Source: an optimization exercise on an open RTL-to-GDS flow (aim: small area). Production flows keep margins and buffers that such runs may drop. Only simulation tests tie the RTL to the original design; equivalence was not proved. Power and IR drop assume default switching activity.

<file path="flow/design.v">
module fbr_add #(parameter int W = 8)
(
    input  logic [W-1:0] a,
    input  logic [W-1:0] b,
    input  logic         ci,
    output logic [W-1:0] s,
    output logic         co
);
    logic [W:0] c;
    assign c[0] = ci;
    genvar i;
    generate
        for (i = 0; i < W; i = i + 1) begin : g_bit
            assign {c[i+1], s[i]} = a[i] + b[i] + c[i];
        end
    endgenerate
    assign co = c[W];
endmodule
module fb_read_control #
(
    parameter int BURST_SIZE = 48,
    parameter int PIXEL_SIZE = 24,
    parameter int MEMORY_WIDTH = 128,
    parameter int VOUT_WIDTH = 1280,
    parameter int VOUT_HEIGHT = 720,
    parameter int VOUT_H_FRONT_PORCH = 110,
    parameter int VOUT_H_SYNC_WIDTH = 40,
    parameter int VOUT_H_BACK_PORCH = 220,
    parameter int VOUT_V_FRONT_PORCH = 5,
    parameter int VOUT_V_SYNC_WIDTH = 5,
    parameter int VOUT_V_BACK_PORCH = 20,
    parameter BACKGROUND_TYPE = "GRADIENT"
)
(
    input  logic                    rstn_i,
    input  logic                    vout_clk_i,
    output logic                    vout_hsync_o,
    output logic                    vout_vsync_o,
    output logic                    vout_de_o,
    output logic [7:0]              vout_r_o,
    output logic [7:0]              vout_g_o,
    output logic [7:0]              vout_b_o,
    output logic [10:0]             vout_h_count_o,
    output logic [9:0]              vout_v_count_o,
    input  logic [9:0]              vin_width_i,
    input  logic [8:0]              vin_height_i,
    input  logic [10:0]             vout_width_i,
    input  logic [9:0]              vout_height_i,
    input  logic [PIXEL_SIZE-1:0]   vout_bg_color_i,
    output logic                    vout_buf_data_req_o,
    output logic [8:0]              vout_buf_rd_line_o,
    output logic [9:0]              vout_buf_rd_pixel_o,
    output logic [9:0]              vout_buf_rd_word_o,
    input  logic                    vout_buf_rd_complete_i,
    output logic                    vout_frame_update_o,
    output logic                    vout_buf_rd_en_o,
    input  logic [23:0]             vout_buf_rd_data_i
);
logic [10:0] h;
logic [9:0]  v;
assign vout_h_count_o = h;
assign vout_v_count_o = v;
wire h_last = (h == 11'd1649);
wire v_last = (v == 10'd749);
wire h_zero = (h == 11'd0);
logic bg_valid;
assign vout_frame_update_o = h_zero & (v == 10'd0) & bg_valid;
logic [10:0] h_inc;
logic [9:0]  v_inc;
logic        h_co, v_co;
fbr_add #(11) u_h_inc (.a(h), .b(11'd0), .ci(1'b1), .s(h_inc), .co(h_co));
fbr_add #(10) u_v_inc (.a(v), .b(10'd0), .ci(1'b1), .s(v_inc), .co(v_co));
always_ff @(posedge vout_clk_i or negedge rstn_i) begin
    if (!rstn_i) begin
        h <= 0;
        v <= 0;
    end else begin
        if (h_last) begin
            h <= 0;
            v <= v_last ? 10'd0 : v_inc;
        end else begin
            h <= h_inc;
        end
    end
end
assign vout_hsync_o = (h >= 11'd111) && (h <= 11'd150);
assign vout_vsync_o = ((v == 10'd5) && (h >= 11'd111)) || ((v >= 10'd6) && (v <= 10'd9)) ||
                      ((v == 10'd10) && (h <= 11'd110));
assign vout_de_o = ((h >= 11'd371) && (v >= 10'd30)) || (h_zero && ((v >= 10'd31) || vout_frame_update_o));
logic in_v;
logic active;
logic [9:0]  pv;
logic [10:0] ph;
logic        pv_co, ph_co;
fbr_add #(10) u_pv (.a(v), .b(10'd634),  .ci(1'b0), .s(pv), .co(pv_co));    
fbr_add #(11) u_ph (.a(h), .b(11'd1039), .ci(1'b0), .s(ph), .co(ph_co));    
wire [9:0]  mv = pv[9]  ? {~pv[8:0], ~vout_height_i[0]} : {pv[8:0], 1'b1};
wire [10:0] mh = ph[10] ? {~ph[9:0], ~vout_width_i[0]}  : {ph[9:0], 1'b1};
logic mv_lt, mh_lt;
logic [9:0]  mv_d;
logic [10:0] mh_d;
fbr_add #(10) u_mv (.a(mv), .b(~vout_height_i), .ci(1'b1), .s(mv_d), .co(mv_lt));   
fbr_add #(11) u_mh (.a(mh), .b(~vout_width_i),  .ci(1'b1), .s(mh_d), .co(mh_lt));   
assign in_v = ~mv_lt;
wire   h_in = ~mh_lt;
logic [10:0] xcnt;
logic [9:0]  cx;
logic [9:0]  ycnt;
logic [8:0]  cy;
logic        first_line;
logic        prev_active;
logic        rd_pending;
logic [10:0] acc, addend, modulus;
assign acc     = xcnt | ({1'b0, ycnt} & {11{~active}});
assign addend  = active ? {1'b0, vin_width_i} : {2'b00, vin_height_i};
assign modulus = active ? vout_width_i : {1'b0, vout_height_i};
logic [10:0] bsum, bdif, bnext;
logic        binc, bs_co;
fbr_add #(11) u_bsum (.a(acc), .b(addend), .ci(1'b0), .s(bsum), .co(bs_co));
fbr_add #(11) u_bdif (.a(bsum), .b(~modulus), .ci(1'b1), .s(bdif), .co(binc));
assign bnext = binc ? bdif : bsum;
wire xinc = binc;
wire yinc = binc;
logic [9:0] cx_inc;
logic [8:0] cy_inc;
logic       cx_co, cy_co;
fbr_add #(10) u_cx_inc (.a(cx), .b(10'd0), .ci(1'b1), .s(cx_inc), .co(cx_co));
fbr_add #(9)  u_cy_inc (.a(cy), .b(9'd0), .ci(1'b1), .s(cy_inc), .co(cy_co));
always_ff @(posedge vout_clk_i or negedge rstn_i) begin
    if (!rstn_i) begin
        active <= 0;
        prev_active <= 0;
    end else begin
        prev_active <= active;
        active <= in_v & h_in;
    end
end
always_ff @(posedge vout_clk_i) begin
    rd_pending <= !active || xinc;
    first_line <= !in_v;
    if (active) begin
        xcnt <= bnext;
        if (xinc) cx <= cx_inc;
    end else begin
        xcnt <= 0;
        if (in_v) cx <= 0;
    end
    if (in_v) begin
        if (h_zero && !first_line) begin
            ycnt <= bnext[9:0];
            if (yinc) cy <= cy_inc;
        end
    end else begin
        ycnt <= 0;
        cy <= 0;
    end
end
assign vout_buf_rd_en_o = active && rd_pending;
logic       rd_busy;
logic [5:0] m;
logic [5:0] m3, m_next;
logic       m3_co, mn_co;
assign vout_buf_rd_pixel_o = {m, 4'b0000};
fbr_add #(6) u_m3   (.a({1'b0, m[5:1]}), .b(m), .ci(1'b0), .s(m3), .co(m3_co));
assign vout_buf_rd_word_o  = {2'b00, m3_co, m3, m[0]};
fbr_add #(6) u_mnext (.a(m), .b(6'd3), .ci(1'b0), .s(m_next), .co(mn_co));
logic more;
logic [6:0] more_s;
fbr_add #(7) u_more (.a({1'b0, vin_width_i[9:4]}), .b(~{mn_co, m_next}), .ci(|vin_width_i[3:0]), .s(more_s), .co(more));
wire at_burst_end = (cx[3:0] == 4'hF) && !cx_co && (cx_inc[9:4] == m);
always_ff @(posedge vout_clk_i or negedge rstn_i) begin
    if (!rstn_i) begin
        rd_busy <= 0;
        m <= 0;
        vout_buf_rd_line_o <= 0;
        vout_buf_data_req_o <= 0;
    end else begin
        vout_buf_data_req_o <= 0;
        if (!rd_busy) begin
            if (in_v) begin
                if (h == 11'd110) begin
                    vout_buf_rd_line_o <= cy;
                    m <= 0;
                    vout_buf_data_req_o <= 1;
                    rd_busy <= 1;
                end else if ((h >= 11'd110) && (m == 0)) begin
                    vout_buf_rd_line_o <= cy;
                    m <= 6'd3;
                    vout_buf_data_req_o <= 1;
                    rd_busy <= 1;
                end else if (at_burst_end && more) begin
                    vout_buf_rd_line_o <= cy;
                    m <= m_next;
                    vout_buf_data_req_o <= 1;
                    rd_busy <= 1;
                end
            end
        end else if (vout_buf_rd_complete_i) begin
            rd_busy <= 0;
        end
    end
end
logic [23:0] bg;
logic [23:0] bg_next;
logic [7:0]  hv;
logic        hv_co;
logic [2:0]  bg_co;
fbr_add #(8) u_hv (.a(h[7:0]), .b(v[7:0]), .ci(1'b0), .s(hv), .co(hv_co));
fbr_add #(8) u_bg0 (.a(vout_bg_color_i[7:0]),   .b(hv), .ci(1'b0), .s(bg_next[7:0]),   .co(bg_co[0]));
fbr_add #(8) u_bg1 (.a(vout_bg_color_i[15:8]),  .b(hv), .ci(1'b0), .s(bg_next[15:8]),  .co(bg_co[1]));
fbr_add #(8) u_bg2 (.a(vout_bg_color_i[23:16]), .b(hv), .ci(1'b0), .s(bg_next[23:16]), .co(bg_co[2]));
wire  show_bg = bg_valid & ~prev_active;
assign {vout_r_o, vout_g_o, vout_b_o} = ({24{prev_active}} & vout_buf_rd_data_i) | ({24{show_bg}} & bg);
always_ff @(posedge vout_clk_i or negedge rstn_i) begin
    if (!rstn_i) begin
        bg_valid <= 0;
    end else begin
        bg_valid <= 1;
    end
end
always_ff @(posedge vout_clk_i) begin
    bg <= bg_next;
end
endmodule
</file>
<file path="flow/flow/run.sh">
#!/bin/bash
# Layout flow: the standard ORFS flow (standard.sh) with these changes:
#  - port buffers use the smallest buffer cell (buf_1);
#  - clock tree synthesis uses clkbuf_4/clkbuf_8 and inserts no dummy loads;
#  - after the standard synthesis, the combinational logic is optimised further; registers are
#    untouched. flow/polarity.py removes inverters around full-adder cells, then ABC maps the
#    logic between registers and full adders again with an area-oriented script
#    (flow/abc_resynth.script), once with the half-adder cells kept and once with them opened up;
#    the smaller netlist is used. Each netlist is proven equal to the synthesized one (flip-flops
#    cut into ports, SAT miter); a netlist that is not proven equal is not used.
# Each tool writes its full output to its own log file in this folder.
set -uo pipefail
export BUFFER_PORTS_ARGS="-buffer_cell sky130_fd_sc_hd__buf_1"
export CTS_ARGS="-repair_clock_nets -dont_use_dummy_load -buf_list {sky130_fd_sc_hd__clkbuf_4 sky130_fd_sc_hd__clkbuf_8}"
R=orfs/results/${FLOW_PLATFORM:-sky130hd}/fb_read_control/base
LIB=$FLOW_HOME/platforms/sky130hd/lib/sky130_fd_sc_hd__tt_025C_1v80.lib
PERIOD_PS=$(awk "BEGIN{print int(${FLOW_PERIOD_NS:-8} * 1000)}")

bash standard.sh synth > synth.log 2>&1 || exit 1
cp "$R/1_2_yosys.v" synth_netlist.v
python3 flow/cutff.py synth_netlist.v eq_gold.v > cutff.log 2>&1 || exit 1

# prove NETLIST equal to the synthesized one; log to equiv_TAG.log
prove() {
  python3 flow/cutff.py "$1" "eq_$2.v" >> cutff.log 2>&1 || return 1
  yosys -p "read_liberty -overwrite -ignore_miss_func $LIB; read_verilog eq_gold.v; rename fb_read_control gold; read_verilog eq_$2.v; rename fb_read_control gate; hierarchy -check; flatten; miter -equiv -flatten -make_outputs gold gate miter; hierarchy -top miter; sat -verify -prove trigger 0 miter" > "equiv_$2.log" 2>&1
}
# cell area of a netlist
area() {
  yosys -p "read_liberty -lib $LIB; read_verilog $1; stat -liberty $LIB" > "area_$2.log" 2>&1
  awk '/Chip area for module/ {print $NF}' "area_$2.log" | tail -1
}

use=synth_netlist.v
best=$(area synth_netlist.v synth)
start=synth_netlist.v
if python3 flow/polarity.py synth_netlist.v polarity_netlist.v > polarity.log 2>&1 && prove polarity_netlist.v polarity; then
  start=polarity_netlist.v
  a=$(area polarity_netlist.v polarity)
  if awk "BEGIN{exit !($a < $best)}"; then use=polarity_netlist.v; best=$a; fi
fi
# resynthesis keeping these cells: flip-flops, tie cells, full adders (and half adders in "ha")
for tag in noha ha; do
  pat='__(df|edf|conb|fa_)'
  [[ $tag == ha ]] && pat='__(df|edf|conb|fa_|ha_)'
  KEEP=$(grep -o "sky130_fd_sc_hd__[a-z0-9_]*" $start | sort -u | grep -E "$pat" | tr '\n' ' ')
  out=resynth_$tag.v
  if yosys -p "read_liberty -overwrite -ignore_miss_func $LIB; read_verilog $start; blackbox $KEEP; hierarchy -top fb_read_control; flatten; opt_clean; abc -script flow/abc_resynth.script -liberty $LIB $(cat flow/dont_use.txt) -constr flow/abc.constr -D $PERIOD_PS; opt_clean -purge; write_verilog -noattr -noexpr $out" > "resynth_$tag.log" 2>&1 && prove $out $tag; then
    a=$(area $out $tag)
    if awk "BEGIN{exit !($a < $best)}"; then use=$out; best=$a; fi
  fi
done
echo "using $use, cell area $best" > netlist_choice.log
if [[ $use != synth_netlist.v ]]; then
  cp $use "$R/1_2_yosys.v"
  rm -f "$R/1_synth.odb" "$R/1_synth.sdc"
fi

bash standard.sh > standard_flow.log 2>&1
</file>
<file path="flow/flow/abc.constr">
set_driving_cell sky130_fd_sc_hd__buf_1
set_load 5
</file>
<file path="flow/flow/abc_resynth.script">
&get -n
&st
&dch -f
&nf -a -R 1000
&st
&syn2
&dch -f
&nf -a -R 1000
&put
topo
stime -c
dnsize -c
</file>
<file path="flow/flow/cutff.py">
#!/usr/bin/env python3
"""Turn a mapped netlist combinational: each flip-flop becomes input ports for its outputs and
output ports for its inputs, named after the flip-flop. usage: cutff.py IN.v OUT.v"""
import re, sys
src = open(sys.argv[1]).read()
CELL_RE = re.compile(r"^(\s*)(sky130_fd_sc_hd__\w+)\s+(\S+)\s*\((.*?)\);", re.S | re.M)
ports_in, ports_out, assigns = [], [], []
def clean(n): return re.sub(r"[^A-Za-z0-9_]", "_", n)
def fmt(n): return n + " " if n.startswith("\\") else n
out = []; last = 0
for m in CELL_RE.finditer(src):
    typ = m.group(2).split("__")[1]
    out.append(src[last:m.start()]); last = m.end()
    if not re.match(r"(df|edf|sdf|dl)", typ):
        out.append(src[m.start():m.end()]); continue
    name = clean(m.group(3))
    for p, n in re.findall(r"\.(\w+)\(\s*(.*?)\s*\)\s*(?:,|$)", m.group(4), re.S):
        if p == "CLK": continue
        pn = f"ff_{name}_{p}"
        if p in ("Q", "Q_N"):
            ports_in.append(pn); assigns.append(f"  assign {fmt(n)} = {pn};\n")
        else:
            ports_out.append(pn); assigns.append(f"  assign {pn} = {fmt(n)};\n")
out.append(src[last:])
text = "".join(out)
hdr = re.search(r"module fb_read_control\((.*?)\);", text, re.S)
newhdr = "module fb_read_control(" + hdr.group(1) + ", " + ", ".join(ports_in + ports_out) + ");\n"
decl = "".join(f"  input {p};\n" for p in ports_in) + "".join(f"  output {p};\n" for p in ports_out)
text = text[:hdr.start()] + newhdr + decl + text[hdr.end():]
end = text.rindex("endmodule")
text = text[:end] + "".join(assigns) + text[end:]
open(sys.argv[2], "w").write(text)
</file>
<file path="flow/flow/dont_use.txt">
-dont_use sky130_fd_sc_hd__lpflow_bleeder_1 -dont_use sky130_fd_sc_hd__lpflow_clkbufkapwr_1 -dont_use sky130_fd_sc_hd__lpflow_clkbufkapwr_16 -dont_use sky130_fd_sc_hd__lpflow_clkbufkapwr_2 -dont_use sky130_fd_sc_hd__lpflow_clkbufkapwr_4 -dont_use sky130_fd_sc_hd__lpflow_clkbufkapwr_8 -dont_use sky130_fd_sc_hd__lpflow_clkinvkapwr_1 -dont_use sky130_fd_sc_hd__lpflow_clkinvkapwr_16 -dont_use sky130_fd_sc_hd__lpflow_clkinvkapwr_2 -dont_use sky130_fd_sc_hd__lpflow_clkinvkapwr_4 -dont_use sky130_fd_sc_hd__lpflow_clkinvkapwr_8 -dont_use sky130_fd_sc_hd__lpflow_decapkapwr_12 -dont_use sky130_fd_sc_hd__lpflow_decapkapwr_3 -dont_use sky130_fd_sc_hd__lpflow_decapkapwr_4 -dont_use sky130_fd_sc_hd__lpflow_decapkapwr_6 -dont_use sky130_fd_sc_hd__lpflow_decapkapwr_8 -dont_use sky130_fd_sc_hd__lpflow_inputiso0n_1 -dont_use sky130_fd_sc_hd__lpflow_inputiso0p_1 -dont_use sky130_fd_sc_hd__lpflow_inputiso1n_1 -dont_use sky130_fd_sc_hd__lpflow_inputiso1p_1 -dont_use sky130_fd_sc_hd__lpflow_inputisolatch_1 -dont_use sky130_fd_sc_hd__lpflow_isobufsrc_1 -dont_use sky130_fd_sc_hd__lpflow_isobufsrc_16 -dont_use sky130_fd_sc_hd__lpflow_isobufsrc_2 -dont_use sky130_fd_sc_hd__lpflow_isobufsrc_4 -dont_use sky130_fd_sc_hd__lpflow_isobufsrc_8 -dont_use sky130_fd_sc_hd__lpflow_isobufsrckapwr_16 -dont_use sky130_fd_sc_hd__lpflow_lsbuf_lh_hl_isowell_tap_1 -dont_use sky130_fd_sc_hd__lpflow_lsbuf_lh_hl_isowell_tap_2 -dont_use sky130_fd_sc_hd__lpflow_lsbuf_lh_hl_isowell_tap_4 -dont_use sky130_fd_sc_hd__lpflow_lsbuf_lh_isowell_4 -dont_use sky130_fd_sc_hd__lpflow_lsbuf_lh_isowell_tap_1 -dont_use sky130_fd_sc_hd__lpflow_lsbuf_lh_isowell_tap_2 -dont_use sky130_fd_sc_hd__lpflow_lsbuf_lh_isowell_tap_4 -dont_use sky130_fd_sc_hd__probe_p_8 -dont_use sky130_fd_sc_hd__probec_p_8 
</file>
<file path="flow/flow/polarity.py">
#!/usr/bin/env python3
"""Remove inverters around full-adder cells of a mapped sky130 netlist.

A full adder computes SUM = A^B^CIN and COUT = MAJ(A,B,CIN); fed with all three inputs inverted
it gives both outputs inverted. Yosys's adder extraction often leaves chains whose carries or
operands go through inverters. This script picks, for each fa cell, whether to feed it inverted
inputs, so that the number of inverters needed is smallest, and rewrites the netlist: every
inverter not on an output port is removed and at most one inverter per signal is put back.

usage: polarity.py IN.v OUT.v
"""
import re
import sys
from collections import defaultdict

OUT_PINS = {"X", "Y", "Q", "Q_N", "SUM", "COUT", "HI", "LO"}
CELL_RE = re.compile(r"^(\s*)(sky130_fd_sc_hd__\w+)\s+(\S+)\s*\((.*?)\);", re.S | re.M)
PIN_RE = re.compile(r"\.(\w+)\(\s*(.*?)\s*\)(?=\s*[,)]|\s*$)", re.S)


def parse_pins(body):
    pins = []
    for part in body.split("\n"):
        part = part.strip().rstrip(",")
        if not part:
            continue
        m = re.match(r"\.(\w+)\((.*)\)$", part)
        if not m:
            raise SystemExit(f"cannot parse pin: {part!r}")
        pins.append((m.group(1), m.group(2).strip()))
    return pins


def main():
    src = open(sys.argv[1]).read()
    out_path = sys.argv[2]

    out_ports = set()
    for m in re.finditer(r"^\s*output\s+(\[\d+:\d+\]\s+)?(\S+);", src, re.M):
        out_ports.add(m.group(2))

    def is_port_net(net):
        base = net.lstrip("\\").split("[")[0].strip()
        return base in out_ports

    cells = []
    for m in CELL_RE.finditer(src):
        typ = m.group(2).split("__")[1]
        cells.append({"span": m.span(), "indent": m.group(1), "type": typ, "name": m.group(3),
                      "pins": parse_pins(m.group(4))})

    def is_inv(c):
        return re.match(r"(clk)?inv_\d+$", c["type"]) is not None

    def is_fa(c):
        return re.match(r"fa_\d+$", c["type"]) is not None

    driver = {}
    for i, c in enumerate(cells):
        for p, n in c["pins"]:
            if p in OUT_PINS:
                driver[n] = (i, p)

    inv_in = {}
    for i, c in enumerate(cells):
        if is_inv(c):
            d = dict(c["pins"])
            inv_in[d["Y"]] = d["A"]

    def root(net):
        par = 0
        seen = set()
        while net in inv_in and net not in seen:
            seen.add(net)
            net = inv_in[net]
            par ^= 1
        return net, par

    # demands: (cell index or None for port, pin, root, parity)
    demands = []
    for i, c in enumerate(cells):
        if is_inv(c):
            continue
        for p, n in c["pins"]:
            if p in OUT_PINS:
                continue
            r, par = root(n)
            demands.append((i, p, r, par))
    # output ports driven through inverters keep their inverters (frozen roots)
    frozen = set()
    for n in list(inv_in):
        if is_port_net(n):
            frozen.add(root(n)[0])
    port_driven = set(n for n in driver if is_port_net(n))

    fa_idx = [i for i, c in enumerate(cells) if is_fa(c)]
    fa_out_root = {}
    for i in fa_idx:
        for p, n in cells[i]["pins"]:
            if p in ("SUM", "COUT"):
                fa_out_root[n] = i
    flippable = set(i for i in fa_idx
                    if not any((n if p in ("SUM", "COUT") else root(n)[0]) in frozen
                               or (p in ("SUM", "COUT") and n in port_driven)
                               for p, n in cells[i]["pins"]))

    by_root = defaultdict(list)
    for d in demands:
        by_root[d[2]].append(d)

    def cost(flip):
        total = 0
        for r, ds in by_root.items():
            if r in frozen:
                continue
            prod = flip.get(fa_out_root.get(r), 0)
            if any((par ^ flip.get(i, 0)) != prod for i, p, rr, par in ds):
                total += 1
        return total

    flip = {}
    best = cost(flip)
    start = best
    improved = True
    while improved:
        improved = False
        for i in sorted(flippable):
            flip[i] = 1 - flip.get(i, 0)
            c = cost(flip)
            if c < best:
                best = c
                improved = True
            else:
                flip[i] = 1 - flip[i]
        # pairs of adders joined by a carry
        for i in sorted(flippable):
            for p, n in cells[i]["pins"]:
                if p != "COUT":
                    continue
                for d in by_root.get(n, []):
                    j = d[0]
                    if j is None or j not in flippable or j == i:
                        continue
                    flip[i] = 1 - flip.get(i, 0)
                    flip[j] = 1 - flip.get(j, 0)
                    c = cost(flip)
                    if c < best:
                        best = c
                        improved = True
                    else:
                        flip[i] = 1 - flip[i]
                        flip[j] = 1 - flip[j]

    import random
    rng = random.Random(1)
    fl = sorted(flippable)
    for _ in range(200):
        trial = dict(flip)
        for i in rng.sample(fl, min(len(fl), rng.randint(1, 6))):
            trial[i] = 1 - trial.get(i, 0)
        tc = cost(trial)
        changed = True
        while changed:
            changed = False
            for i in fl:
                trial[i] = 1 - trial.get(i, 0)
                c = cost(trial)
                if c < tc:
                    tc = c
                    changed = True
                else:
                    trial[i] = 1 - trial[i]
        if tc < best:
            best, flip = tc, trial

    n_inv_before = sum(1 for c in cells if is_inv(c))
    n_frozen_inv = 0
    keep_inv = set()
    for i, c in enumerate(cells):
        if is_inv(c):
            d = dict(c["pins"])
            if root(d["Y"])[0] in frozen:
                keep_inv.add(i)
    n_frozen_inv = len(keep_inv)

    # rewrite
    def fmt(n):
        return n + " " if n.startswith("\\") else n

    new_nets = {}
    inv_lines = []
    indent = cells[0]["indent"] if cells else "  "

    def comp_net(r):
        if r not in new_nets:
            base = r.lstrip("\\").strip()
            nn = "\\" + base + "_pn "
            new_nets[r] = nn
            inv_lines.append(f"{indent}sky130_fd_sc_hd__inv_1 \\pol_inv_{len(new_nets)} (\n"
                             f"    .A({fmt(r)}),\n    .Y({nn})\n  );\n")
        return new_nets[r]

    pieces = []
    last = 0
    for i, c in enumerate(cells):
        a, b = c["span"]
        pieces.append(src[last:a])
        last = b
        if is_inv(c) and i not in keep_inv:
            continue
        if is_inv(c):
            pieces.append(src[a:b])
            continue
        f = flip.get(i, 0)
        pin_txt = []
        for p, n in c["pins"]:
            if p in OUT_PINS:
                pin_txt.append(f".{p}({fmt(n)})")
                continue
            r, par = root(n)
            if r in frozen:
                if f:
                    raise SystemExit("flipped cell reads a frozen signal")
                pin_txt.append(f".{p}({fmt(n)})")
                continue
            want = par ^ f
            prod = flip.get(fa_out_root.get(r), 0)
            pin_txt.append(f".{p}({fmt(r) if want == prod else comp_net(r)})")
        pieces.append(f"{c['indent']}sky130_fd_sc_hd__{c['type']} {c['name']} (\n    "
                      + ",\n    ".join(pin_txt) + "\n  );")
    pieces.append(src[last:])
    text = "".join(pieces)
    decl = "".join(f"  wire {nn};\n" for nn in new_nets.values())
    end = text.rindex("endmodule")
    text = text[:end] + "".join(inv_lines) + text[end:]
    # declare the new wires after the port list
    m = re.search(r"\);\n", text)
    text = text[:m.end()] + decl + text[m.end():]
    open(out_path, "w").write(text)
    print(f"inverters before {n_inv_before}, kept on ports {n_frozen_inv}, "
          f"needed before {start}, after {best}, adders flipped {sum(flip.values())}, "
          f"written {len(new_nets) + n_frozen_inv}")


if __name__ == "__main__":
    main()
</file>
<file path="flow/standard.sh">
#!/bin/bash
# synth_recipe.tcl (not shown) runs the flow's synth.tcl, then flattens the netlist and writes it again
# the make line also repeats each setting of config.mk as NAME=value (left out here)
make -C /OpenROAD-flow-scripts/flow DESIGN_CONFIG=/design/flow/config.mk WORK_HOME=/design/flow/orfs CLKGATE_MAP_FILE= SYNTH_SCRIPT=/design/flow/synth_recipe.tcl "${@:-finish}"
</file>
<file path="flow/config.mk">
export PLATFORM = sky130hd
export DESIGN_NAME = fb_read_control
export DESIGN_NICKNAME = fb_read_control
export VERILOG_FILES = /design/flow/design.v
export SDC_FILE = /design/flow/constraint.sdc
export NUM_CORES = 4
export LEC_CHECK = 0
export CAP_MARGIN = 20
export CORE_MARGIN = 2
export CORE_UTILIZATION = 40
export SLEW_MARGIN = 20
</file>
<file path="flow/constraint.sdc">
create_clock -name core_clock -period 8.0 [get_ports {vout_clk_i}]
set_input_delay 1.6000 -clock core_clock [delete_from_list [all_inputs] [get_ports {vout_clk_i}]]
set_output_delay 1.6000 -clock core_clock [all_outputs]
set_load 0.01 [all_outputs]
</file>
==> flow_metrics.env, run 1 <==
export IMPL_outcome="finished clean"
export IMPL_drc=0
export IMPL_clkTransAtPathRegs_ns=0.09
export IMPL_drt_iter0_drc=253
export IMPL_wl_met3_um=762
export IMPL_routedWlPerCell_um=16.15
export IMPL_path_cells="buf_1 > o21ai_0 > o21ai_1 > fa_1 > clkinv_1 > fa_1 > fa_1 > fa_1 > fa_1 > fa_1 > fa_1 > fa_1 > fa_1 > fa_1 > fa_2 > clkinv_1 > and3_4 > and3_1 > and2_4 > and3_4 > nand3_1 > xor2_1 > nor2_1"
export IMPL_worstSkewPairLatency_ns=0.39
export IMPL_yosys_warnings=1
export IMPL_drive_above_1_share=0.04151
export IMPL_dpl_hpwl_mm=13.17
export IMPL_slowest_stage="fa_1"
export IMPL_crit_fanout=4
export IMPL_n_fill_cell=1498
export IMPL_skew_ns=0.02739
export IMPL_total_power_uw=968.1
export IMPL_die_w_um=129.1
export IMPL_postCtsSetupBuffers=0
export IMPL_dr_wl_met2_mm=8.030
export IMPL_power_per_cell_area_mw_per_mm2=130.2
export IMPL_leakagePower_uw=0.002860
export IMPL_fin_crit_sh=0.9592
export IMPL_grt_pass1_wl_mm=26.79
export IMPL_critPathRequiredTime_ns=8.26
export IMPL_antenna_found_initial=0
export IMPL_portBuffers=164
export IMPL_gp_congestion=0.8563
export IMPL_postRouteAntennaNets=0
export IMPL_diodes=0
export IMPL_drv_slew=0
export IMPL_grt_pass1_vias=5209
export IMPL_grt_max_degree=42
export IMPL_track_usage=0.2067
export IMPL_hp_class="flip-flop to flip-flop"
export IMPL_start_kind="primary input"
export IMPL_die_area_sq_mm=0.01667
export IMPL_syn_to_final_growth_pct=18.80
export IMPL_routed_wl_mm=16.64
export IMPL_fp_dieH_um=129.1
export IMPL_core_sq_mm=0.01526
export IMPL_cts_sinks=107
export IMPL_worstPathArrival_ns=7.93
export IMPL_nNetsFinal=959
export IMPL_finalSetupViolCount=0
export IMPL_htree_levels=3
export IMPL_ios=171
export IMPL_netlist_instances=623
export IMPL_ir_drop_v=0.00009395
export IMPL_crit_buf_inv=3
export IMPL_rsz0062_at_grt="false"
export IMPL_syn_area_sq_mm=0.006261
export IMPL_setup_tns_ns=0
export IMPL_cts_path_max_buffers=2
export IMPL_rows=45
export IMPL_cts_resized=0
export IMPL_crit_type="primary input to flip-flop"
export IMPL_vias=5408
export IMPL_period_needed_ns=7.674
export IMPL_worst_slew_pin_slew_ns=0.7573
export IMPL_cpPeakStageDelay_ns=0.54
export IMPL_max_slew_margin=0.4912
export IMPL_start_util=0.4103
export IMPL_cts_tree="built"
export IMPL_crit_path_frequent_cell="fa_1"
export IMPL_hold_viol=0
export IMPL_cts_inserted_buffers=9
export IMPL_routed_top_layer="met4"
export IMPL_cts_root_buf="clkbuf_8"
export IMPL_cp_top_family="adder cells"
export IMPL_grt_overflow_total=0
export IMPL_viasPerCell=5.250
export IMPL_maxCapViolCount=0
export IMPL_worstSetupEndpointType="flip-flop"
export IMPL_syn_area_per_cell_sq_um=10.05
export IMPL_firstDrtPassIters=5
export IMPL_met1_length_mm=7.696
export IMPL_ctsHoldBuffers=0
export IMPL_max_freq_mhz=130.3
-- path summary, 6_finish.rpt --
path                                                   start                           endpoint  slack (ns)  cells after the start
setup / recovery                             vin_height_i[0]                 cy[8]$_SDFFE_PN0P_        0.33                     23
hold / removal             vout_buf_rd_line_o[4]$_DFFE_PN0P_  vout_buf_rd_line_o[4]$_DFFE_PN0P_        0.50                      1
setup reg to reg                            active$_DFF_PN0_                 cy[8]$_SDFFE_PN0P_        1.10                     21
hold reg to reg            vout_buf_rd_line_o[4]$_DFFE_PN0P_  vout_buf_rd_line_o[4]$_DFFE_PN0P_        0.50                      1
max in group asynchronous                             rstn_i                   active$_DFF_PN0_        6.29                      2
min in group asynchronous                             rstn_i  vout_buf_rd_line_o[6]$_DFFE_PN0P_        1.27                      2
-- area by class of cell --
| class | instances | area, sq um | area share |
|---|---|---|---|
| clock buffers | 9 | 123.9 | 0.01665 |
| inverters | 23 | 86.33 | 0.01161 |
| multi-input cells | 498 | 3766 | 0.5063 |
| flip-flops and latches | 107 | 2449 | 0.3292 |
| well taps | 211 | 264.0 | 0.03549 |
| repair buffers | 182 | 749.5 | 0.1008 |
-- worst reg2reg max path, delay by kind of cell (launching register included) --
| kind | cells | cell delay, ns |
|---|---|---|
| mux | 1 | 0.37 |
| flops | 1 | 0.50 |
| xor+xnor | 1 | 0.14 |
| simple gates | 6 | 0.83 |
| buf+inv | 2 | 0.16 |
| fa+ha+maj | 11 | 4.78 |
-- state kept, by name, indices dropped and copies added (netlist names), 6 cells and up --
name                cells
bg                     24
h                      11
xcnt                   11
cx                     10
v                      10
ycnt                   10
cy                      9
vout_buf_rd_line_o      9
m                       6
-- cell usage in the layout, fill, tap and decap left out, types with 23 or more instances in the layout --
cell type,count
clkinv_1,23
xor2_1,23
o21ai_0,29
mux2_1,25
dfrtp_1,40
fa_1,46
dfxtp_1,56
a21oi_1,46
nor2_1,81
buf_1,163
a22o_1,24
nand2_1,38
xnor2_1,26
-- routing by layer --
metal | global-route usage | vias up
li1 | - | 2617
met1 | 0.2888 | 2647
met2 | 0.3356 | 130
met3 | 0.03675 | 14
met4 | 0.04987 | 0
met5 | 0 | -
-- metrics by stage --
stage | hold WS [ns] | instance area, sq um | setup WS [ns] | cells | util
final | 0.4981 | 7438 | 0.3262 | 1030 | 0.4875
after global routing | 0.5193 | 7438 | 0.02360 | 1030 | 0.4875
after CTS | 0.5032 | 7433 | 0.3074 | 1029 | 0.4872
after detailed placement | 0.4822 | 7310 | -0.05561 | 1020 | 0.4790
after global placement | 0.4733 | 7310 | 0.01023 | 1020 | 0.4790
after floorplan | 0.4631 | 6296 | 0.01467 | 628 | -
-- power by group --
group	switching (uW)	internal (uW)	total [uW]
clock	168	101	270
combinational	77.1	56.6	134
sequential	8.27	557	565
==> run 2, diff against run 1 <==
--- a/flow/flow/run.sh
+++ b/flow/flow/run.sh
@@ -11,7 +11,7 @@
 # Each tool writes its full output to its own log file in this folder.
 set -uo pipefail
 export BUFFER_PORTS_ARGS="-buffer_cell sky130_fd_sc_hd__buf_1"
-export CTS_ARGS="-repair_clock_nets -dont_use_dummy_load -buf_list {sky130_fd_sc_hd__clkbuf_4 sky130_fd_sc_hd__clkbuf_8}"
+export CTS_ARGS="-sink_clustering_enable -sink_clustering_size 30 -sink_clustering_max_diameter 150 -repair_clock_nets -dont_use_dummy_load -buf_list {sky130_fd_sc_hd__clkbuf_4 sky130_fd_sc_hd__clkbuf_8}"
 R=orfs/results/${FLOW_PLATFORM:-sky130hd}/fb_read_control/base
 LIB=$FLOW_HOME/platforms/sky130hd/lib/sky130_fd_sc_hd__tt_025C_1v80.lib
 PERIOD_PS=$(awk "BEGIN{print int(${FLOW_PERIOD_NS:-8} * 1000)}")
==> flow_metrics.env, run 2 <==
export IMPL_outcome="finished clean"
export IMPL_period_needed_ns=7.674
export IMPL_hp_class="flip-flop to flip-flop"
export IMPL_worst_slew_pin_slew_ns=0.7573
export IMPL_cpPeakStageDelay_ns=0.54
export IMPL_drt_iter0_drc=253
export IMPL_power_per_cell_area_mw_per_mm2=130.2
export IMPL_grt_max_degree=42
export IMPL_rsz0062_at_grt="false"
export IMPL_mostFrequentLayoutCells="163 x buf_1, 81 x nor2_1, 56 x dfxtp_1"
export IMPL_r2r_end="cy[8]$_SDFFE_PN0P_"
export IMPL_ir_drop_v=0.00009395
export IMPL_critPathRequiredTime_ns=8.26
export IMPL_maxCapViolCount=0
export IMPL_cts_tree="built"
export IMPL_clkTransAtPathRegs_ns=0.09
export IMPL_dpl_instance_area_sq_mm=0.007310
export IMPL_holdWs_ns=0.4981
export IMPL_routed_wl_mm=16.64
export IMPL_netlist_instances=623
export IMPL_grt_pass1_wl_mm=26.79
export IMPL_fin_crit_sh=0.9592
export IMPL_portBuffers=164
export IMPL_cts_path_max_buffers=2
export IMPL_skew_ns=0.02739
export IMPL_cp_top_family="adder cells"
export IMPL_cts_inserted_buffers=9
export IMPL_drive_above_1_share=0.04151
export IMPL_grt_pass1_vias=5209
export IMPL_max_slew_margin=0.4912
export IMPL_routedWlPerCell_um=16.15
export IMPL_viasPerCell=5.250
export IMPL_worstHoldEndpoint="vout_buf_rd_line_o[4]$_DFFE_PN0P_"
export IMPL_nNetsFinal=959
export IMPL_r2r_start="active$_DFF_PN0_"
export IMPL_leakagePower_uw=0.002860
export IMPL_syn_to_final_growth_pct=18.80
export IMPL_path_cells="buf_1 > o21ai_0 > o21ai_1 > fa_1 > clkinv_1 > fa_1 > fa_1 > fa_1 > fa_1 > fa_1 > fa_1 > fa_1 > fa_1 > fa_1 > fa_2 > clkinv_1 > and3_4 > and3_1 > and2_4 > and3_4 > nand3_1 > xor2_1 > nor2_1"
export IMPL_syn_area_per_cell_sq_um=10.05
export IMPL_ios=171
export IMPL_worstSkewPairLatency_ns=0.39
export IMPL_start_kind="primary input"
export IMPL_track_usage=0.2067
export IMPL_antenna_found_initial=0
export IMPL_rows=45
export IMPL_die_area_sq_mm=0.01667
export IMPL_dpl_hpwl_mm=13.17
export IMPL_diodes=0
export IMPL_cts_resized=0
export IMPL_gp_congestion=0.8563
export IMPL_postCtsSetupBuffers=0
export IMPL_dp_cells=1020
export IMPL_syn_area_sq_mm=0.006261
export IMPL_min_path_cells=1
export IMPL_crit_fanout=4
export IMPL_ctsHoldBuffers=0
export IMPL_fp_dieH_um=129.1
export IMPL_min_delay_start="vout_buf_rd_line_o[4]$_DFFE_PN0P_"
export IMPL_largest_reg_flops=24
export IMPL_crit_buf_inv=3
export IMPL_reg_top3="bg: 24 flops, h: 11 flops, xcnt: 11 flops"
export IMPL_postRouteAntennaNets=0
export IMPL_final_area_sq_mm=0.007438
export IMPL_vias=5408
export IMPL_finalSetupViolCount=0
export IMPL_layout_commonest_cell="buf_1"
export IMPL_drc=0
export IMPL_top_register="bg"
export IMPL_max_freq_mhz=130.3
export IMPL_start_util=0.4103
export IMPL_worst_r2r_path_depth=21
export IMPL_crit_type="primary input to flip-flop"
export IMPL_firstDrtPassIters=5
export IMPL_slowest_stage="fa_1"
export IMPL_stdcell_count=1030
export IMPL_ff2ff_setup_slack_ns=1.10
export IMPL_crit_path_frequent_cell="fa_1"
export IMPL_yosys_warnings=1
export IMPL_worstSetupEndpointType="flip-flop"
export IMPL_die_w_um=129.1
export IMPL_hold_viol=0
export IMPL_htree_levels=3
export IMPL_cts_root_buf="clkbuf_8"
export IMPL_worstPathArrival_ns=7.93
export IMPL_core_sq_mm=0.01526
export IMPL_total_power_uw=968.1
export IMPL_n_fill_cell=1498
export IMPL_cts_sinks=107
export IMPL_drv_slew=0
export IMPL_grt_overflow_total=0
## run 2: worst max-delay path by stage
stage / endpoint / startpoint / depth (start not counted)
2_1_floorplan: cy[8]$_SDFFE_PN0P_ / vin_height_i[0] / 22
3_3_place_gp: cy[8]$_SDFFE_PN0P_ / vin_height_i[0] / 23
3_5_place_dp: cy[8]$_SDFFE_PN0P_ / vin_height_i[0] / 23
4_1_cts: cy[8]$_SDFFE_PN0P_ / vin_height_i[0] / 23
5_1_grt: cy[8]$_SDFFE_PN0P_ / vin_height_i[0] / 23
6_report: cy[8]$_SDFFE_PN0P_ / vin_height_i[0] / 23
## run 2: area by class of cell
class                           instances  area, sq um  area share
Inverter                               23        86.33     0.01161
Timing Repair Buffer                  182        749.5      0.1008
Sequential cell                       107         2449      0.3292
Multi-Input combinational cell        498         3766      0.5063
Tap cell                              211        264.0     0.03549
Clock buffer                            9        123.9     0.01665
## run 2: layer usage
layer	part of all wire	global-route usage
met5	0	0
met4	0.0089	0.04987
met3	0.046	0.03675
met2	0.48	0.3356
met1	0.46	0.2888
## run 2: worst register-to-register path, cell delays in order (launching register included)
cell and delay (ns):
dfrtp_2 0.50, mux2_1 0.37, fa_1 0.52, clkinv_1 0.09
fa_1 0.44, fa_1 0.44, fa_1 0.45, fa_1 0.44
fa_1 0.43, fa_1 0.43, fa_1 0.43, fa_1 0.43
fa_1 0.42, fa_2 0.35, clkinv_1 0.07, and3_4 0.17
and3_1 0.18, and2_4 0.14, and3_4 0.20, nand3_1 0.09
xor2_1 0.14, nor2_1 0.05
## run 2: through the flow
step	TNS [ns]	setup slack, ns	utilization
global route	0	0.02360	0.4875
finish	0	0.3262	0.4875
floorplan	0	0.01467	-
global placement	0	0.01023	0.4790
detailed placement	-0.09475	-0.05561	0.4790
CTS	0	0.3074	0.4872
## run 2: power breakdown
part | total, uW | internal (uW) | leakage, uW | switching [uW]
combinational | 134 | 56.6 | 0.00169 | 77.1
clock | 270 | 101 | 0.0000647 | 168
sequential | 565 | 557 | 0.00111 | 8.27
total | 968 | 715 | 0.00286 | 253
==> run 3, diff against run 2 <==
--- a/flow/flow/run.sh
+++ b/flow/flow/run.sh
@@ -11,7 +11,7 @@
 # Each tool writes its full output to its own log file in this folder.
 set -uo pipefail
 export BUFFER_PORTS_ARGS="-buffer_cell sky130_fd_sc_hd__buf_1"
-export CTS_ARGS="-sink_clustering_enable -sink_clustering_size 30 -sink_clustering_max_diameter 150 -repair_clock_nets -dont_use_dummy_load -buf_list {sky130_fd_sc_hd__clkbuf_4 sky130_fd_sc_hd__clkbuf_8}"
+export CTS_ARGS="-sink_clustering_enable -repair_clock_nets -dont_use_dummy_load -buf_list {sky130_fd_sc_hd__clkbuf_4 sky130_fd_sc_hd__clkbuf_8}"
 R=orfs/results/${FLOW_PLATFORM:-sky130hd}/fb_read_control/base
 LIB=$FLOW_HOME/platforms/sky130hd/lib/sky130_fd_sc_hd__tt_025C_1v80.lib
 PERIOD_PS=$(awk "BEGIN{print int(${FLOW_PERIOD_NS:-8} * 1000)}")
==> flow_metrics.env, run 3 <==
export IMPL_finalSetupViolCount=0
export IMPL_cts_sinks=107
export IMPL_track_usage=0.2067
export IMPL_worstHoldEndpoint="vout_buf_rd_line_o[4]$_DFFE_PN0P_"
export IMPL_ctsHoldBuffers=0
export IMPL_fin_crit_sh=0.9592
export IMPL_crit_fanout=4
export IMPL_worstPathArrival_ns=7.93
export IMPL_hp_class="flip-flop to flip-flop"
export IMPL_fp_dieH_um=129.1
export IMPL_skew_ns=0.02739
export IMPL_diodes=0
export IMPL_dpl_hpwl_mm=13.17
export IMPL_ir_drop_v=0.00009395
export IMPL_min_delay_start="vout_buf_rd_line_o[4]$_DFFE_PN0P_"
export IMPL_nNetsFinal=959
export IMPL_layout_setup_ws_ns=0.3262
export IMPL_rows=45
export IMPL_crit_type="primary input to flip-flop"
export IMPL_worstSetupEndpointType="flip-flop"
export IMPL_drc=0
export IMPL_layout_commonest_cell="buf_1"
export IMPL_grt_pass1_wl_mm=26.79
export IMPL_die_w_um=129.1
export IMPL_r2r_start="active$_DFF_PN0_"
export IMPL_critPathRequiredTime_ns=8.26
export IMPL_crit_start="vin_height_i[0]"
export IMPL_grt_overflow_total=0
export IMPL_total_power_uw=968.1
export IMPL_cts_root_buf="clkbuf_8"
export IMPL_syn_area_sq_mm=0.006261
export IMPL_outcome="finished clean"
export IMPL_ff2ff_setup_slack_ns=1.10
export IMPL_drv_slew=0
export IMPL_top_register="bg"
export IMPL_period_needed_ns=7.674
export IMPL_leakagePower_uw=0.002860
export IMPL_worst_r2r_path_depth=21
export IMPL_cts_inserted_buffers=9
export IMPL_vias=5408
export IMPL_ios=171
export IMPL_cts_path_max_buffers=2
export IMPL_antenna_found_initial=0
export IMPL_min_path_cells=1
export IMPL_grt_max_degree=42
export IMPL_yosys_warnings=1
export IMPL_drt_iter0_drc=253
export IMPL_max_slew_margin=0.4912
export IMPL_routedWlPerCell_um=16.15
export IMPL_rsz0062_at_grt="false"
export IMPL_core_sq_mm=0.01526
export IMPL_reg_top3="bg: 24 flops, h: 11 flops, xcnt: 11 flops"
export IMPL_hold_viol=0
export IMPL_cts_resized=0
export IMPL_maxCapViolCount=0
export IMPL_netlist_instances=623
export IMPL_portBuffers=164
export IMPL_grt_pass1_vias=5209
export IMPL_pre_cts_slack_ns=-0.05561
export IMPL_largest_reg_flops=24
export IMPL_n_fill_cell=1498
export IMPL_die_area_sq_mm=0.01667
export IMPL_drive_above_1_share=0.04151
export IMPL_start_kind="primary input"
export IMPL_postLayoutCoreUtil=0.4875
export IMPL_start_util=0.4103
export IMPL_r2r_end="cy[8]$_SDFFE_PN0P_"
export IMPL_worstSkewPairLatency_ns=0.39
export IMPL_clkTransAtPathRegs_ns=0.09
export IMPL_syn_area_per_cell_sq_um=10.05
export IMPL_cts_tree="built"
export IMPL_htree_levels=3
export IMPL_firstDrtPassIters=5
export IMPL_syn_to_final_growth_pct=18.80
export IMPL_postRouteAntennaNets=0
export IMPL_gp_congestion=0.8563
export IMPL_mostFrequentLayoutCells="163 x buf_1, 81 x nor2_1, 56 x dfxtp_1"
export IMPL_power_per_cell_area_mw_per_mm2=130.2
export IMPL_viasPerCell=5.250
export IMPL_worst_slew_pin_slew_ns=0.7573
export IMPL_routed_wl_mm=16.64
export IMPL_max_freq_mhz=130.3
export IMPL_postCtsSetupBuffers=0
## run 3: worst max-delay path by stage
stage	end	slack, ns	cells past startpoint
floorplan	cy[8]$_SDFFE_PN0P_	0.01	22
global placement	cy[8]$_SDFFE_PN0P_	0.01	23
detailed placement	cy[8]$_SDFFE_PN0P_	-0.06	23
CTS	cy[8]$_SDFFE_PN0P_	0.31	23
global route	cy[8]$_SDFFE_PN0P_	0.02	23
finish	cy[8]$_SDFFE_PN0P_	0.33	23
## run 3: layout make-up
type	count	area (sq um)	share of cell area
clock buffer	9	123.9	0.01665
tap	211	264.0	0.03549
multi-input combinational	498	3766	0.5063
timing repair buffer	182	749.5	0.1008
sequential	107	2449	0.3292
inverter	23	86.33	0.01161
## run 3: worst max-delay path: stages
cell	delay (ns)
buf_1	0.08
o21ai_0	0.08
o21ai_1	0.22
fa_1	0.22
clkinv_1	0.08
fa_1	0.45
fa_1	0.48
fa_1	0.47
fa_1	0.46
fa_1	0.46
fa_1	0.46
fa_1	0.47
fa_1	0.54
fa_1	0.45
fa_2	0.35
clkinv_1	0.07
and3_4	0.17
and3_1	0.18
and2_4	0.14
and3_4	0.20
nand3_1	0.09
xor2_1	0.14
nor2_1	0.05
## run 3: layer usage
layer | share of wire | global-route usage | vias up
met5 | 0 | 0 | -
met4 | 0.0089 | 0.04987 | 0
met3 | 0.046 | 0.03675 | 14
met2 | 0.48 | 0.3356 | 130
met1 | 0.46 | 0.2888 | 2647
li1 | - | - | 2617
## run 3: where the power goes
group / leakage (uW) / internal, uW / switching [uW]
combinational: 0.00169 / 56.6 / 77.1
sequential: 0.00111 / 557 / 8.27
clock: 0.0000647 / 101 / 168
## run 3: per-stage QoR
step | std cells | area, sq um | setup TNS [ns] | hold slack, ns
floorplan | 628 | 6296 | 0 | 0.4631
finish | 1030 | 7438 | 0 | 0.4981
CTS | 1029 | 7433 | 0 | 0.5032
global route | 1030 | 7438 | 0 | 0.5193
global placement | 1020 | 7310 | 0 | 0.4733
detailed placement | 1020 | 7310 | -0.09475 | 0.4822
==> run 4, diff against run 3 <==
--- a/flow/flow/run.sh
+++ b/flow/flow/run.sh
@@ -4,9 +4,9 @@
 #  - clock tree synthesis uses clkbuf_4/clkbuf_8 and inserts no dummy loads;
 #  - after the standard synthesis, the combinational logic is optimised further; registers are
 #    untouched. flow/polarity.py removes inverters around full-adder cells, then ABC maps the
-#    logic between registers and full adders again with an area-oriented script
-#    (flow/abc_resynth.script), once with the half-adder cells kept and once with them opened up;
-#    the smaller netlist is used. Each netlist is proven equal to the synthesized one (flip-flops
+#    logic between registers and full adders again with three area-oriented scripts
+#    (flow/abc_resynth*.script; two use ABC's SAT-based &deepsyn for 60 s); the smallest
+#    netlist is used. Each netlist is proven equal to the synthesized one (flip-flops
 #    cut into ports, SAT miter); a netlist that is not proven equal is not used.
 # Each tool writes its full output to its own log file in this folder.
 set -uo pipefail
@@ -39,13 +39,11 @@
   a=$(area polarity_netlist.v polarity)
   if awk "BEGIN{exit !($a < $best)}"; then use=polarity_netlist.v; best=$a; fi
 fi
-# resynthesis keeping these cells: flip-flops, tie cells, full adders (and half adders in "ha")
-for tag in noha ha; do
-  pat='__(df|edf|conb|fa_)'
-  [[ $tag == ha ]] && pat='__(df|edf|conb|fa_|ha_)'
-  KEEP=$(grep -o "sky130_fd_sc_hd__[a-z0-9_]*" $start | sort -u | grep -E "$pat" | tr '\n' ' ')
-  out=resynth_$tag.v
-  if yosys -p "read_liberty -overwrite -ignore_miss_func $LIB; read_verilog $start; blackbox $KEEP; hierarchy -top fb_read_control; flatten; opt_clean; abc -script flow/abc_resynth.script -liberty $LIB $(cat flow/dont_use.txt) -constr flow/abc.constr -D $PERIOD_PS; opt_clean -purge; write_verilog -noattr -noexpr $out" > "resynth_$tag.log" 2>&1 && prove $out $tag; then
+# resynthesis keeping flip-flops, tie cells and full adders, with three ABC scripts
+KEEP=$(grep -o "sky130_fd_sc_hd__[a-z0-9_]*" $start | sort -u | grep -E '__(df|edf|conb|fa_)' | tr '\n' ' ')
+for tag in resynth resynth_deep resynth_deep_amap; do
+  out=$tag.v
+  if yosys -p "read_liberty -overwrite -ignore_miss_func $LIB; read_verilog $start; blackbox $KEEP; hierarchy -top fb_read_control; flatten; opt_clean; abc -script flow/abc_$tag.script -liberty $LIB $(cat flow/dont_use.txt) -constr flow/abc.constr -D $PERIOD_PS; opt_clean -purge; write_verilog -noattr -noexpr $out" > "$tag.log" 2>&1 && prove $out $tag; then
     a=$(area $out $tag)
     if awk "BEGIN{exit !($a < $best)}"; then use=$out; best=$a; fi
   fi
==> flow/flow/abc_resynth_deep.script (new file) <==
&get -n
&st
&deepsyn -T 60
&dch -f
&nf -a -R 1000
&put
topo
stime -c
dnsize -c
==> flow/flow/abc_resynth_deep_amap.script (new file) <==
&get -n
&st
&deepsyn -T 60
&dch -f
&nf -a -R 1000
&put
strash
dch -f
amap
topo
stime -c
dnsize -c
--- a/flow/config.mk
+++ b/flow/config.mk
@@ -7,5 +7,5 @@
 export LEC_CHECK = 0
 export CAP_MARGIN = 20
 export CORE_MARGIN = 2
-export CORE_UTILIZATION = 40
+export CORE_UTILIZATION = 65
 export SLEW_MARGIN = 20
==> flow_metrics.env, run 4 <==
export IMPL_stdcell_count=972
export IMPL_grt_overflow_total=0
export IMPL_skew_ns=0.03507
export IMPL_track_usage=0.3221
export IMPL_syn_to_final_growth_pct=16.75
export IMPL_reg_top3="bg: 24 flops, h: 11 flops, xcnt: 11 flops"
export IMPL_grt_pass1_vias=5496
export IMPL_dr_wl_met2_mm=7.793
export IMPL_rows=35
export IMPL_clkTransAtPathRegs_ns=0.11
export IMPL_cts_sinks=107
export IMPL_htree_levels=3
export IMPL_crit_type="primary input to flip-flop"
export IMPL_worstSkewPairLatency_ns=0.39
export IMPL_gp_congestion=1.009
export IMPL_diodes=0
export IMPL_drc=0
export IMPL_worst_slew_pin_slew_ns=0.9744
export IMPL_postRouteAntennaNets=0
export IMPL_die_w_um=100.7
export IMPL_fin_crit_sh=0.9584
export IMPL_outcome="finished clean"
export IMPL_cp_top_family="adder cells"
export IMPL_min_path_cells=2
export IMPL_viasPerCell=6.029
export IMPL_die_area_sq_mm=0.01014
export IMPL_critPathRequiredTime_ns=8.26
export IMPL_hold_viol=0
export IMPL_cts_tree="built"
export IMPL_critical_path_depth=25
export IMPL_worstPathArrival_ns=7.93
export IMPL_core_sq_mm=0.009153
export IMPL_start_util=0.6643
export IMPL_cts_path_max_buffers=2
export IMPL_syn_area_per_cell_sq_um=9.034
export IMPL_layout_commonest_cell="buf_1"
export IMPL_holdWs_ns=0.4434
export IMPL_power_per_cell_area_mw_per_mm2=138.8
export IMPL_drt_iter0_drc=346
export IMPL_hp_class="flip-flop to flip-flop"
export IMPL_start_kind="primary input"
export IMPL_cts_inserted_buffers=9
export IMPL_slowest_stage="fa_1"
export IMPL_ios=171
export IMPL_cpPeakStageDelay_ns=0.58
export IMPL_crit_path_frequent_cell="fa_1"
export IMPL_largest_reg_flops=24
export IMPL_dpl_hpwl_mm=12.27
export IMPL_cts_root_buf="clkbuf_8"
export IMPL_wl_met3_mm=1.164
export IMPL_ir_drop_v=0.0001164
export IMPL_netlist_instances=673
export IMPL_maxCapViolCount=0
export IMPL_rsz0062_at_grt="false"
export IMPL_yosys_warnings=1
export IMPL_crit_buf_inv=3
export IMPL_vias=5860
export IMPL_portBuffers=164
export IMPL_routed_wl_mm=15.69
export IMPL_drive_above_1_share=0.03949
export IMPL_fp_dieH_um=100.7
export IMPL_routed_top_layer="met4"
export IMPL_top_register="bg"
export IMPL_grt_pass1_wl_mm=25.50
export IMPL_layout_setup_ws_ns=0.3324
export IMPL_routedWlPerCell_um=16.14
export IMPL_worstSetupEndpointType="flip-flop"
export IMPL_postCtsSetupBuffers=0
export IMPL_drv_slew=0
export IMPL_worst_r2r_path_depth=25
export IMPL_syn_area_sq_mm=0.006080
export IMPL_met1_length_mm=6.266
export IMPL_max_slew_margin=0.3504
export IMPL_finalSetupViolCount=0
export IMPL_crit_fanout=3
export IMPL_max_freq_mhz=130.4
export IMPL_firstDrtPassIters=5
export IMPL_period_needed_ns=7.668
export IMPL_nNetsFinal=1001
export IMPL_grt_max_degree=42
export IMPL_antenna_found_initial=0
export IMPL_ctsHoldBuffers=0
export IMPL_pre_cts_slack_ns=-0.1900
export IMPL_dp_cells=963
export IMPL_mostFrequentLayoutCells="163 x buf_1, 128 x nor2_1, 63 x a21oi_1"
export IMPL_leakagePower_uw=0.002606
==> run 4: path summary, 6_finish.rpt <==
check | startpoint | end | slack, ns
hold / removal | cy[3]$_SDFFE_PN0P_ | vout_buf_rd_line_o[3]$_DFFE_PN0P_ | 0.44
max in group asynchronous | rstn_i | m[1]$_DFFE_PN0P_ | 6.00
hold reg to reg | cy[3]$_SDFFE_PN0P_ | vout_buf_rd_line_o[3]$_DFFE_PN0P_ | 0.44
min in group asynchronous | rstn_i | bg_valid$_DFF_PN0_ | 1.37
setup reg to reg | active$_DFF_PN0_ | cy[8]$_SDFFE_PN0P_ | 0.80
setup / recovery | vin_height_i[0] | cy[8]$_SDFFE_PN0P_ | 0.33
==> run 4: final cells by class <==
| cell class | count | area [sq um] |
|---|---|---|
| clock buffer | 9 | 123.9 |
| fill | 663 | 2054 |
| inverter | 61 | 235.2 |
| multi-input combinational | 510 | 3461 |
| sequential | 107 | 2447 |
| tap | 111 | 138.9 |
| timing repair buffer | 174 | 691.9 |
==> run 4: worst min-delay path: stages, from the launching register on <==
cell	delay (ns)
dfxtp_1	0.31
clkinv_1	0.07
a21oi_1	0.06
==> run 4: what timing repair did <==
item,4_1_cts,5_1_grt
resized for setup,0,6
endpoints found under the hold margin,0,0
setup endpoints to repair,0,3
==> run 4: where the power goes <==
| group | leakage (uW) | total (uW) | internal [uW] | switching, uW |
|---|---|---|---|---|
| clock network | 0.0000647 | 269 | 102 | 168 |
| logic | 0.00145 | 147 | 62.6 | 84.6 |
| registers | 0.00109 | 569 | 558 | 10.4 |
| total | 0.00261 | 985 | 723 | 263 |
==> run 4: per-stage QoR <==
step	area [sq um]	utilization	total power, uW	TNS [ns]
after detailed placement	6950	0.7594	725.4	-0.4909
after global routing	7098	0.7755	1026	0
after floorplan	6120	-	665.8	0
after CTS	7074	0.7729	986.8	0
final	7098	0.7755	985.2	0
after global placement	6950	0.7594	718.2	0
==> run 4: metal layers <==
metal | track usage | vias up
li1 | - | 2802
met1 | 0.4094 | 2749
met2 | 0.5549 | 269
met3 | 0.04716 | 40
met4 | 0.1307 | 0
met5 | 0 | -
==> run 5, diff against run 4 <==
--- a/flow/config.mk
+++ b/flow/config.mk
@@ -7,5 +7,5 @@
 export LEC_CHECK = 0
 export CAP_MARGIN = 20
 export CORE_MARGIN = 2
-export CORE_UTILIZATION = 65
+export CORE_UTILIZATION = 40
 export SLEW_MARGIN = 20
==> flow_metrics.env, run 5 <==
export IMPL_outcome="finished clean"
export IMPL_cp_top_family="adder cells"
export IMPL_nNetsFinal=1003
export IMPL_portBuffers=164
export IMPL_cts_root_buf="clkbuf_8"
export IMPL_ios=171
export IMPL_clkTransAtPathRegs_ns=0.10
export IMPL_max_freq_mhz=130.0
export IMPL_finalSetupViolCount=0
export IMPL_total_power_uw=986.1
export IMPL_slowest_stage="fa_1"
export IMPL_start_util=0.4044
export IMPL_syn_area_per_cell_sq_um=9.034
export IMPL_min_path_cells=2
export IMPL_cts_inserted_buffers=9
export IMPL_gp_congestion=0.9035
export IMPL_drt_iter0_drc=234
export IMPL_crit_fanout=3
export IMPL_dpl_hpwl_mm=13.27
export IMPL_track_usage=0.2173
export IMPL_ir_drop_v=0.00007403
export IMPL_grt_max_degree=43
export IMPL_reg_top3="bg: 24 flops, h: 11 flops, xcnt: 11 flops"
export IMPL_netlist_instances=673
export IMPL_worst_r2r_path_depth=24
export IMPL_path_cells="buf_1 > o22ai_2 > nor2_2 > fa_1 > clkinv_1 > fa_1 > fa_1 > fa_1 > fa_1 > fa_1 > fa_1 > fa_2 > fa_2 > fa_1 > fa_2 > clkinv_4 > and3_1 > and2_1 > nand2_1 > nor2_2 > and2_4 > and3_1 > nand2_1 > a211oi_1"
export IMPL_layout_commonest_cell="buf_1"
export IMPL_crit_path_frequent_cell="fa_1"
export IMPL_drive_above_1_share=0.03824
export IMPL_maxCapViolCount=0
export IMPL_ff2ff_setup_slack_ns=0.77
export IMPL_diodes=0
export IMPL_grt_pass1_wl_mm=27.95
export IMPL_hp_class="flip-flop to flip-flop"
export IMPL_worst_slew_pin_slew_ns=0.8637
export IMPL_largest_reg_flops=24
export IMPL_dp_cells=1042
export IMPL_mostFrequentLayoutCells="163 x buf_1, 128 x nor2_1, 63 x a21oi_1"
export IMPL_drv_slew=0
export IMPL_crit_type="primary input to flip-flop"
export IMPL_r2r_end="cy[8]$_SDFFE_PN0P_"
export IMPL_worstHoldEndpoint="vout_buf_rd_line_o[8]$_DFFE_PN0P_"
export IMPL_syn_to_final_growth_pct=18.42
export IMPL_start_kind="primary input"
export IMPL_syn_area_sq_mm=0.006080
export IMPL_grt_pass1_vias=5773
export IMPL_routed_wl_mm=16.85
export IMPL_leakagePower_uw=0.002618
export IMPL_fp_dieH_um=127.3
export IMPL_fin_crit_sh=0.9616
export IMPL_rows=45
export IMPL_max_slew_margin=0.4242
export IMPL_cts_sinks=107
export IMPL_r2r_start="active$_DFF_PN0_"
export IMPL_final_area_sq_mm=0.007199
export IMPL_htree_levels=3
export IMPL_cts_path_max_buffers=2
export IMPL_critPathRequiredTime_ns=8.30
export IMPL_ctsHoldBuffers=0
export IMPL_worstPathArrival_ns=7.99
export IMPL_skew_ns=0.02725
export IMPL_drc=0
export IMPL_die_area_sq_mm=0.01620
export IMPL_routedWlPerCell_um=16.04
export IMPL_core_sq_mm=0.01503
export IMPL_crit_buf_inv=3
export IMPL_vias=5730
export IMPL_postCtsSetupBuffers=0
export IMPL_die_w_um=127.3
export IMPL_power_per_cell_area_mw_per_mm2=137.0
export IMPL_cpPeakStageDelay_ns=0.59
export IMPL_top_register="bg"
export IMPL_min_delay_start="cy[8]$_SDFFE_PN0P_"
export IMPL_cts_tree="built"
export IMPL_viasPerCell=5.452
export IMPL_stdcell_count=1051
export IMPL_cts_resized=0
export IMPL_n_fill_cell=1505
export IMPL_postRouteAntennaNets=0
export IMPL_dpl_instance_area_sq_mm=0.007062
export IMPL_worstSkewPairLatency_ns=0.39
export IMPL_antenna_found_initial=0
export IMPL_grt_overflow_total=0
export IMPL_firstDrtPassIters=4
export IMPL_worstSetupEndpointType="flip-flop"
export IMPL_period_needed_ns=7.693
export IMPL_yosys_warnings=1
export IMPL_hold_viol=0
-- run 5: cell count changes in the layout (fill, tap and decap cells not counted), sizes merged --
cell    before  now
buf        174  175
clkbuf       9   10
-- run 5: where the power goes --
| part | leakage [uW] | internal, uW | switching (uW) |
|---|---|---|---|
| combinational | 0.00147 | 62.3 | 84.3 |
| clock | 0.0000647 | 101 | 169 |
| sequential | 0.00109 | 558 | 10.4 |
| total | 0.00262 | 722 | 264 |
-- run 5: layout make-up --
type                    instances  area (sq um)  area share
inverters                      61         235.2     0.03267
repair buffers                176         706.9     0.09819
well taps                     188         235.2     0.03267
flip-flops and latches        107          2447      0.3399
clock buffers                   9         123.9     0.01721
multi-input cells             510          3451      0.4793
-- run 5: stage by stage --
stage	setup TNS, ns	hold WS (ns)	util	worst slack (ns)
final	0	0.4613	0.4789	0.3070
after detailed placement	-0.2496	0.4517	0.4697	-0.1060
after CTS	0	0.4669	0.4780	0.3214
after global routing	-0.09340	0.4980	0.4789	-0.05109
after floorplan	0	0.4278	-	0.01469
after global placement	-0.007377	0.4471	0.4697	-0.007377
-- run 5: worst register-to-register path, stage by stage, from the launching register on --
cell	delay (ns)
dfrtp_1	0.52
clkinv_2	0.23
a21oi_1	0.28
nor2_2	0.09
fa_1	0.59
clkinv_1	0.10
fa_1	0.44
fa_1	0.42
fa_1	0.42
fa_1	0.42
fa_1	0.42
fa_1	0.43
fa_2	0.38
fa_2	0.37
fa_1	0.42
fa_2	0.39
clkinv_4	0.05
and3_1	0.15
and2_1	0.16
nand2_1	0.10
nor2_2	0.11
and2_4	0.15
and3_1	0.20
nand2_1	0.10
a211oi_1	0.22
-- run 5: worst max path at each step --
| stage | startpoint | endpoint | slack [ns] | depth (start not counted) |
|---|---|---|---|---|
| 2_1_floorplan | vin_height_i[0] | cy[8]$_SDFFE_PN0P_ | 0.01 | 23 |
| 3_3_place_gp | vin_height_i[0] | cy[8]$_SDFFE_PN0P_ | -0.007 | 24 |
| 3_5_place_dp | vin_height_i[0] | cy[8]$_SDFFE_PN0P_ | -0.11 | 24 |
| 4_1_cts | vin_width_i[0] | cy[6]$_SDFFE_PN0P_ | 0.32 | 25 |
| 5_1_grt | vin_height_i[0] | cy[6]$_SDFFE_PN0P_ | -0.05 | 25 |
| 6_report | vin_height_i[0] | cy[8]$_SDFFE_PN0P_ | 0.31 | 24 |
-- run 5: routing by layer --
layer,wire length (um),part of all wire,track usage
met1,7597,0.45,0.2742
met2,8027,0.48,0.3775
met3,883,0.052,0.03476
met4,346,0.021,0.07951
met5,0,0,0

re-timing with driven ports:
The results above use ideal ports. As a check the final layouts listed here were re-extracted and re-timed, cells and wires unchanged. Step 1 (the two cells are an assumption about what drives the block):
set clk [get_ports {vout_clk_i}]
set_driving_cell -lib_cell sky130_fd_sc_hd__clkbuf_16 $clk
set_driving_cell -lib_cell sky130_fd_sc_hd__buf_2 [delete_from_list [all_inputs] $clk]
Step 2 moves the port delays by t, midway between the first and last clock arrival at a register: inputs arrive t later, outputs are due t later. That takes back most of the time a late clock gives input paths. Slacks: ideal / step 1 / step 2; pairs: ideal / step 1.
run | shift t [ns] | setup slack, ns | clock arrival spread, ns | slew at the worst register clock pin (ns) | worst data-port slew with drivers (ns)
run 1 | 0.414 | 0.326 / 0.338 / -0.076 | 0.027 / 0.028 | 0.11 / 0.11 | 0.06
run 2 | 0.414 | 0.326 / 0.338 / -0.076 | 0.027 / 0.028 | 0.11 / 0.11 | 0.06
run 3 | 0.414 | 0.326 / 0.338 / -0.076 | 0.027 / 0.028 | 0.11 / 0.11 | 0.06
run 4 | 0.401 | 0.332 / 0.344 / -0.058 | 0.035 / 0.035 | 0.11 / 0.11 | 0.06
run 5 | 0.415 | 0.307 / 0.322 / -0.093 | 0.027 / 0.028 | 0.11 / 0.11 | 0.04
Met with ideal ports but missed after step 2: setup timing in every run listed.
